From an optimization exercise on the open Yosys and OpenROAD flow, aimed at small area; shortcuts taken in it are not production practice.
Function was checked by simulation only, so behaviour that the tests miss may differ from the original.
The flow treats the clock pin as an ideal source, which a real chip does not have.
Power and IR drop assume default switching activity.

== run A ==
## pewpew
module pewpew (
	input clk,
	input rst,
	input RX,
	output TST1,
	output TST2,
	output TST3,
	output TST4,
	output TST5,
	output LED1,
	output LED2,
	output LED3,
	output LED4,
	output LED5
);
	wire [7:0] rx_byte;
	wire rx_latch;
	uart_rx uart_rx1 (
		.clk(clk),
		.rst(rst),
		.RX(RX),
		.read_byte(rx_byte),
		.latch(rx_latch)
	);
	reg reset;   
	assign LED1 = ~reset;
	assign LED2 = ~RX;
	assign LED3 = 1'b0;
	assign LED4 = 1'b0;
	assign LED5 = rx_latch;
	wire inl, digit, do_ctrl, do_write;
	wire [2:0] typ;
	cmd cmd1 (
		.clk(clk),
		.rst(rst),
		.in_byte(rx_byte),
		.latch(rx_latch),
		.inl(inl),
		.typ(typ),
		.digit(digit),
		.do_ctrl(do_ctrl),
		.do_write(do_write)
	);
	wire [19:0] value;
	cmd_val cmd_val1 (
		.clk(clk),
		.in_byte(rx_byte),
		.latch(rx_latch),
		.inl(inl),
		.digit(digit),
		.value(value)
	);
	reg [19:0] repeat_period;   
	reg [19:0] delay;           
	reg [19:0] ex;              
	always @(posedge clk) begin
		if (rst) begin
			reset <= 1;
			repeat_period <= 800000;
			delay <= 1200;
			ex <= 1560 + 360;
		end else begin
			if (do_ctrl) begin
				if (typ[1:0] == 2'd1) reset <= 0;
				else if (typ[1:0] == 2'd2) reset <= 1;
				else reset <= ~reset;
			end
			if (do_write & (typ[1:0] == 2'd1)) repeat_period <= value;
			if (do_write & (typ[1:0] == 2'd2)) delay <= value;
			if (do_write & (typ[1:0] == 2'd3)) ex <= value + 20'd1560;
		end
	end
	pulser pulser_1 (
		.clk(clk),
		.reset(reset),
		.repeat_period(repeat_period),
		.delay(delay),
		.ex(ex),
		.warm_up_a(TST1),
		.warm_up_b(TST2),
		.trigger_a(TST3),
		.trigger_b(TST4),
  ...
==> flow/config.mk <==
export PLATFORM = sky130hd
export DESIGN_NAME = pewpew
export DESIGN_NICKNAME = pewpew
export VERILOG_FILES = /design/flow/design.v
export SDC_FILE = /design/flow/constraint.sdc
export NUM_CORES = 4
export LEC_CHECK = 0
export CAP_MARGIN = 20
export CORE_MARGIN = 2
export CORE_UTILIZATION = 70
export CTS_BUF_LIST = sky130_fd_sc_hd__clkbuf_8
export CTS_CLUSTER_DIAMETER = 300
export CTS_CLUSTER_SIZE = 60
export SLEW_MARGIN = 20
==> flow/constraint.sdc <==
create_clock -name core_clock -period 10.0 [get_ports {clk}]
set_input_delay 2.0000 -clock core_clock [delete_from_list [all_inputs] [get_ports {clk}]]
set_output_delay 2.0000 -clock core_clock [all_outputs]
set_load 0.01 [all_outputs]
standard.sh (not shown) runs the stock make flow with config.mk's settings and CLKGATE_MAP_FILE= SYNTH_SCRIPT=/design/flow/synth_recipe.tcl, a recipe that flattens the netlist after the stock synthesis.
==> flow/flow/run.sh <==
#!/bin/bash
# Standard synthesis, then the combinational logic is re-mapped by ABC for
# area (registers, their names and cell types are kept as the standard
# synthesis made them), then the standard flow from floorplan to finish.
# If the re-mapped netlist misses timing before layout (ideal clock), the
# standard netlist is kept.
set -euo pipefail
R=orfs/results/$FLOW_PLATFORM/pewpew/base
bash standard.sh synth > std_synth.log 2>&1
cp $R/1_2_yosys.v $R/1_2_yosys_std.v
bash flow/resyn.sh $R/1_2_yosys_std.v resyn.v resyn.log
LIB=$FLOW_HOME/platforms/sky130hd/lib/sky130_fd_sc_hd__tt_025C_1v80.lib
cat > sta_resyn.tcl <<EOT
read_liberty $LIB
read_verilog resyn.v
link_design $FLOW_TOP
read_sdc $FLOW_SDC
report_checks -path_delay max
report_worst_slack -max
EOT
sta -no_init -exit sta_resyn.tcl > sta_resyn.log 2>&1 || true
SLACK=$(grep -o "worst slack max [-0-9.]*" sta_resyn.log | awk '{print $4}')
echo "resyn slack: ${SLACK:-none}" > choice.log
if [[ -n "$SLACK" ]] && awk -v s="$SLACK" 'BEGIN{exit !(s >= 1.0)}'; then
	cp resyn.v $R/1_2_yosys.v
	echo "using resyn.v" >> choice.log
else
	echo "using the standard netlist" >> choice.log
fi
bash standard.sh finish > std_finish.log 2>&1
Other scripts of this flow, unchanged in this note and not shown: flow/flow/resyn.sh
No stage failed in run A, and the final checks on the layout all came back clean.
Input changes introduced in run B (baseline for comparison: run A):
Settings: CTS_CLUSTER_DIAMETER now 100, was 300; CTS_CLUSTER_SIZE now 30, was 60.
==> run summary <==
- Run B completed end to end with timing, DRC and antenna clean.
- Comparing run B against run A, there is no change at all in number of endpoints with negative hold slack in the final report.
- Run B -> run A: total power delta 0, exact match
- Comparing run B against run A, there is no change at all in number of routed nets with antenna violations.
- Diff run B..run A | via count | unchanged
- As far as routed wire length is concerned, run A and run B perform about the same.
- From run B to run A, number of sequential cells did not move at all.
- From run A to run B, non-clock buffer contribution to total cell area did not move at all.
- Re worst setup slack: no difference whatsoever between run B and run A.
Input-level comparison between run C and run B:
Settings: clearing CTS_CLUSTER_DIAMETER, which used to be 100; clearing CTS_BUF_LIST, which used to be sky130_fd_sc_hd__clkbuf_8; swapping 70 for 60 in CORE_UTILIZATION; clearing CTS_CLUSTER_SIZE, which used to be 30.
==> comparison <==
Run C completed; timing, DRC and antenna clean
Run C has combinational power share below what run B had.
The buffering overhead was comparable across run C and run B.
Die area (run C vs. run B) increases by more than 10%
Final design utilization delta for run C relative to run B: 9.9 points lower
Sort run C and run B by final standard cell area without fillers, ascending, and run B comes first.
Global-route wire length before repair for run C: 96 um down relative to run B
As of run C, half-perimeter wire length of the detailed placement result had risen by a few percent compared to run B.

[separate check: timing with driven ports]
Ports are ideal in the flow. The routed layouts listed here were re-timed in OpenROAD.
Step 1 (the two cells are an assumption about what drives the block):
set clk [get_ports {clk}]
set_driving_cell -lib_cell sky130_fd_sc_hd__clkbuf_16 $clk
set_driving_cell -lib_cell sky130_fd_sc_hd__buf_2 [delete_from_list [all_inputs] $clk]
Step 2 also shifts input and output timing later by t, the mid clock arrival at the registers, as if the neighbouring blocks saw the same clock.
Three values: ideal, step 1, step 2; two values: the first two.
| run | t, ns | setup WS [ns] | worst register clock-pin slew, ns |
|---|---|---|---|
| run A | 0.474 | 1.014 / 0.979 / 1.452 | 0.08 / 0.08 |
| run B | 0.474 | 1.014 / 0.979 / 1.452 | 0.08 / 0.08 |
| run C | 0.578 | 1.059 / 1.022 / 1.600 | 0.06 / 0.06 |
After both steps every run listed still meets setup and hold.
